Source: an optimization exercise on an open RTL-to-GDS flow (aim: small area and few clock cycles per item). Production flows keep margins and buffers that such runs may drop. At most, simulation tests tie the RTL to the original design; equivalence was not proved. Power and IR drop assume default switching activity.

==> flow/design.v (excerpt) <==
module top (clock, start, BestDist, motionX, motionY, AddressR, AddressS1, AddressS2, R, S1, S2, completed);
clock: 5.5 ns
lec_check: 0
abc_area: 1
cap_margin: 20
core_margin: 2
core_utilization: 40
cts_buf_list: sky130_fd_sc_hd__clkbuf_4
gpl_timing_driven: 0
slew_margin: 20
run.sh (not shown) runs the stock make flow with config.mk's settings and CLKGATE_MAP_FILE= SYNTH_SCRIPT=/design/flow/synth_recipe.tcl, a recipe that flattens the netlist after the stock synthesis.
The first run produced a clean layout.
Then changed:
Settings changed: CORE_UTILIZATION 40 to 65.
Routed wire length decreases by 6.5%.
Power shrinks by 1.5%.
Setup slack loses 0.082 ns.
Then changed:
Settings changed: CORE_UTILIZATION 65 to 40, CTS_BUF_LIST sky130_fd_sc_hd__clkbuf_4 to unset.
After rerunning: The changed run completed without violations. Clock power rose by a quarter to a third. Core utilization went down by 27 points. Maximum frequency rises slightly. Cell area rose by a few percent. Synthesized area does not change.
No run of this note included a check of the RTL's function; only the layout flow was run.

The RTL this note starts from:
==> flow/design.v <==
module top (clock, start, BestDist, motionX, motionY, AddressR, AddressS1, AddressS2, R, S1, S2, completed);
	input clock;
	input start;
	output [7:0] BestDist;
	output [3:0] motionX, motionY;
	output completed;
	input [7:0] R, S1, S2;
	output [7:0] AddressR;
	output [9:0] AddressS1, AddressS2;
	localparam IDLE = 3'd0, FILL = 3'd1, RUN = 3'd2, SEL = 3'd3, DONE = 3'd4;
	reg [2:0] st;
	reg [7:0] p;           
	reg [3:0] phi;         
	reg pass2;
	reg [3:0] K;           
	reg [7:0] n;           
	reg [7:0] best;
	reg [3:0] mvx, mvy;
	assign AddressR  = p;
	wire [3:0] am1 = p[7:4] - 4'd1;
	wire [3:0] Kc;         
	wire sw;               
	wire [4:0] r1k = {1'b0, K} + {1'b0, p[7:4]};
	wire [4:0] r2k = {1'b0, K} + {1'b0, am1};
	wire [4:0] r1 = sw ? r1k + 5'd1 : r1k;
	wire [4:0] r2 = sw ? r2k + 5'd1 : r2k;
	assign AddressS1 = {r1, 1'b0, p[3:0]};
	assign AddressS2 = {r2, 1'b1, p[3:0]};
	assign completed = (st == DONE);
	assign BestDist  = best;
	assign motionX   = mvx;
	assign motionY   = mvy;
	wire [8*16-1:0] rin;    
	wire [15:0] th_all;
	genvar g;
	generate for (g = 0; g < 16; g = g + 1) begin : thd
		assign th_all[g] = (p[3:0] >= g);
	end endgenerate
	wire [8*16-1:0] accs;
	wire [15:0] alive;
	wire load = ((st == RUN) && (n == 8'd0)) || sw;
	wire rebias = (st == SEL) && any_alive;
	wire [7:0] dlt;         
	assign rin[7:0] = R;
	genvar j;
	generate
		for (j = 0; j < 16; j = j + 1) begin : pe
			PE u (.clock(clock), .r(rin[8*j+7:8*j]), .s1(S1), .s2(S2), .use_s1(th_all[j]),
			      .load(load), .rebias(rebias), .nb(~best), .dlt(dlt),
			      .acc(accs[8*j+7:8*j]), .alive(alive[j]));
			if (j < 15) begin : rp
				reg [7:0] rpipe;
				always @(posedge clock) rpipe <= rin[8*j+7:8*j];
				assign rin[8*j+15:8*j+8] = rpipe;
			end
		end
	endgenerate
	reg [7:0] selv;
	reg [3:0] seli;
	integer q;
	always @* begin
		selv = 8'd0;
		seli = 4'd0;
		for (q = 15; q >= 0; q = q - 1)
			if (alive[q]) begin
				selv = accs[8*q +: 8];
				seli = q;
			end
	end
	assign dlt = ~selv;
	wire any_alive = |alive;
	wire last_row = (K == 4'd15);
	localparam [7:0] T1 = 8'd32;
	wire found = ~best[5];                  
	wire give_up = !pass2 && !found && (phi == 4'd14);
	wire row_out = ((st == RUN) && (n != 8'd0) || (st == SEL)) && !any_alive;
	wire pass_end = row_out && last_row;
	wire to_done = pass_end && (pass2 || found);
	wire new_pass = (pass_end && !to_done) || (give_up && (st == RUN || st == SEL));
	assign sw = row_out && !to_done && !new_pass;
	assign Kc = sw ? K + 4'd1 : K;
	reg [2:0] st_n;
	reg [3:0] K_n;
	reg [7:0] n_n;
	always @* begin
		st_n = st;
		K_n = Kc;
		n_n = n + 8'd1;
		case (st)
			IDLE: begin st_n = FILL; K_n = 4'd0; n_n = 8'd0; end
			FILL: if (n == 8'd13) begin st_n = RUN; n_n = 8'd0; end
			RUN: if (!sw && n == 8'd255) st_n = SEL;
			default: ;
		endcase
		if (sw) begin
			st_n = RUN;
			n_n = 8'd1;
		end
		if (to_done) st_n = DONE;
		if (new_pass) begin
			st_n = RUN;
			n_n = 8'd0;
			K_n = 4'd0;
		end
		if (!start) st_n = IDLE;
	end
	wire [7:0] p_n = start ? p + 8'd1 : 8'd0;
	always @(posedge clock) begin
		st <= st_n;
		K <= K_n;
		n <= n_n;
		p <= p_n;
		if (st == IDLE) phi <= 4'd0;
		else if (p == 8'hFF) phi <= phi + 4'd1;
		if (st == IDLE) pass2 <= 1'b0;
		else if (new_pass) pass2 <= 1'b1;
		if (st == IDLE)
			best <= T1;
		else if (new_pass)
			best <= 8'hFF;
		else if (rebias) begin
			best <= selv + best + 8'd1;
			mvx <= {~seli[3], seli[2:0]};
			mvy <= {~K[3], K[2:0]};
		end
	end
endmodule
module PE (clock, r, s1, s2, use_s1, load, rebias, nb, dlt, acc, alive);
	input clock;
	input [7:0] r, s1, s2;
	input use_s1, load, rebias;
	input [7:0] nb;         
	input [7:0] dlt;        
	output reg [7:0] acc;
	output alive;
	wire [7:0] s = use_s1 ? s1 : s2;
	wire [8:0] t = {1'b0, r} + {1'b0, ~s};
	wire c = t[8];
	wire [7:0] x = load ? nb : acc;
	wire [7:0] y = rebias ? dlt : (t[7:0] ^ {8{~c}});
	wire ci = c & ~rebias;
	wire [8:0] sum = {1'b0, x} + {1'b0, y} + {8'd0, ci};
	assign alive = ~&acc;
	always @(posedge clock) acc <= sum[8] ? 8'hFF : sum[7:0];
endmodule
clock: 5.5 ns
lec_check: 0
abc_area: 1
cap_margin: 20
core_margin: 2
core_utilization: 65
cts_buf_list: sky130_fd_sc_hd__clkbuf_8
cts_cluster_diameter: 60
cts_cluster_size: 30
gpl_timing_driven: 0
setup_slack_margin: 0.15
slew_margin: 20
The baseline completed with no timing, DRC or antenna violations.
Testbench counts at the start, summed over its fixed seeds: cycles 26,779, searches 48.
Rerun with:
- SETUP_SLACK_MARGIN: 0.15 -> 0.05
Effect: Wire length fell by 0.81%; global-route usage rose by 0.26 points; via count drops by 0.52%; utilization shrinks by 0.70 points.
Rerun with:
- CAP_MARGIN: 20 -> 5
- SETUP_SLACK_MARGIN: 0.05 -> 0.1
- SLEW_MARGIN: 20 -> 5
Effect:
- The changed run finished clean
- fmax came out higher by 3.0%
- hold slack barely changes
- cell area rose by 0.68%
- global-route usage goes up by 0.26 points
- cell count rose by 0.38%
- combinational power rises by about 0.8%
- wire length rose by 0.91%

separate check: timing with driven ports:
In the flow no input, the clock included, has a driving cell. The finished layouts below were timed again as built, in two steps. Step 1 (the two cells are an assumption about what drives the block):
set clk [get_ports {clock}]
set_driving_cell -lib_cell sky130_fd_sc_hd__clkbuf_16 $clk
set_driving_cell -lib_cell sky130_fd_sc_hd__buf_2 [delete_from_list [all_inputs] $clk]
Step 2 adds t to the input delays and takes it off the output delays; t is the mean of the earliest and latest rising clock arrival at the registers after step 1. Input paths then give back, and output paths get back, about the clock's delay inside the block. Three values: ideal ports, drivers, drivers and shift; two values: the first two.
run | shift t [ns] | slack for setup (ns) | worst hold slack (ns)
the first run of note 1 | 0.911 | 0.301 / 0.334 / -0.577 | 0.338 / 0.338 / 0.338
the second run of note 1 | 0.883 | 0.219 / 0.246 / -0.637 | 0.347 / 0.347 / 0.347
the third run of note 1 | 0.637 | 0.240 / 0.278 / -0.359 | 0.356 / 0.356 / 0.356
the first run of note 2 | 0.716 | 0.296 / 0.296 / -0.364 | 0.343 / 0.343 / 0.343
the second run of note 2 | 0.720 | 0.129 / 0.158 / -0.563 | 0.334 / 0.334 / 0.334
the third run of note 2 | 0.641 | 0.288 / 0.288 / -0.319 | 0.336 / 0.336 / 0.336
Met with ideal ports but missed after step 2: setup timing in every run listed. For the first run of note 1, which loses most, drivers alone change the setup slack by +0.033 ns; drivers and shift together by -0.878 ns.
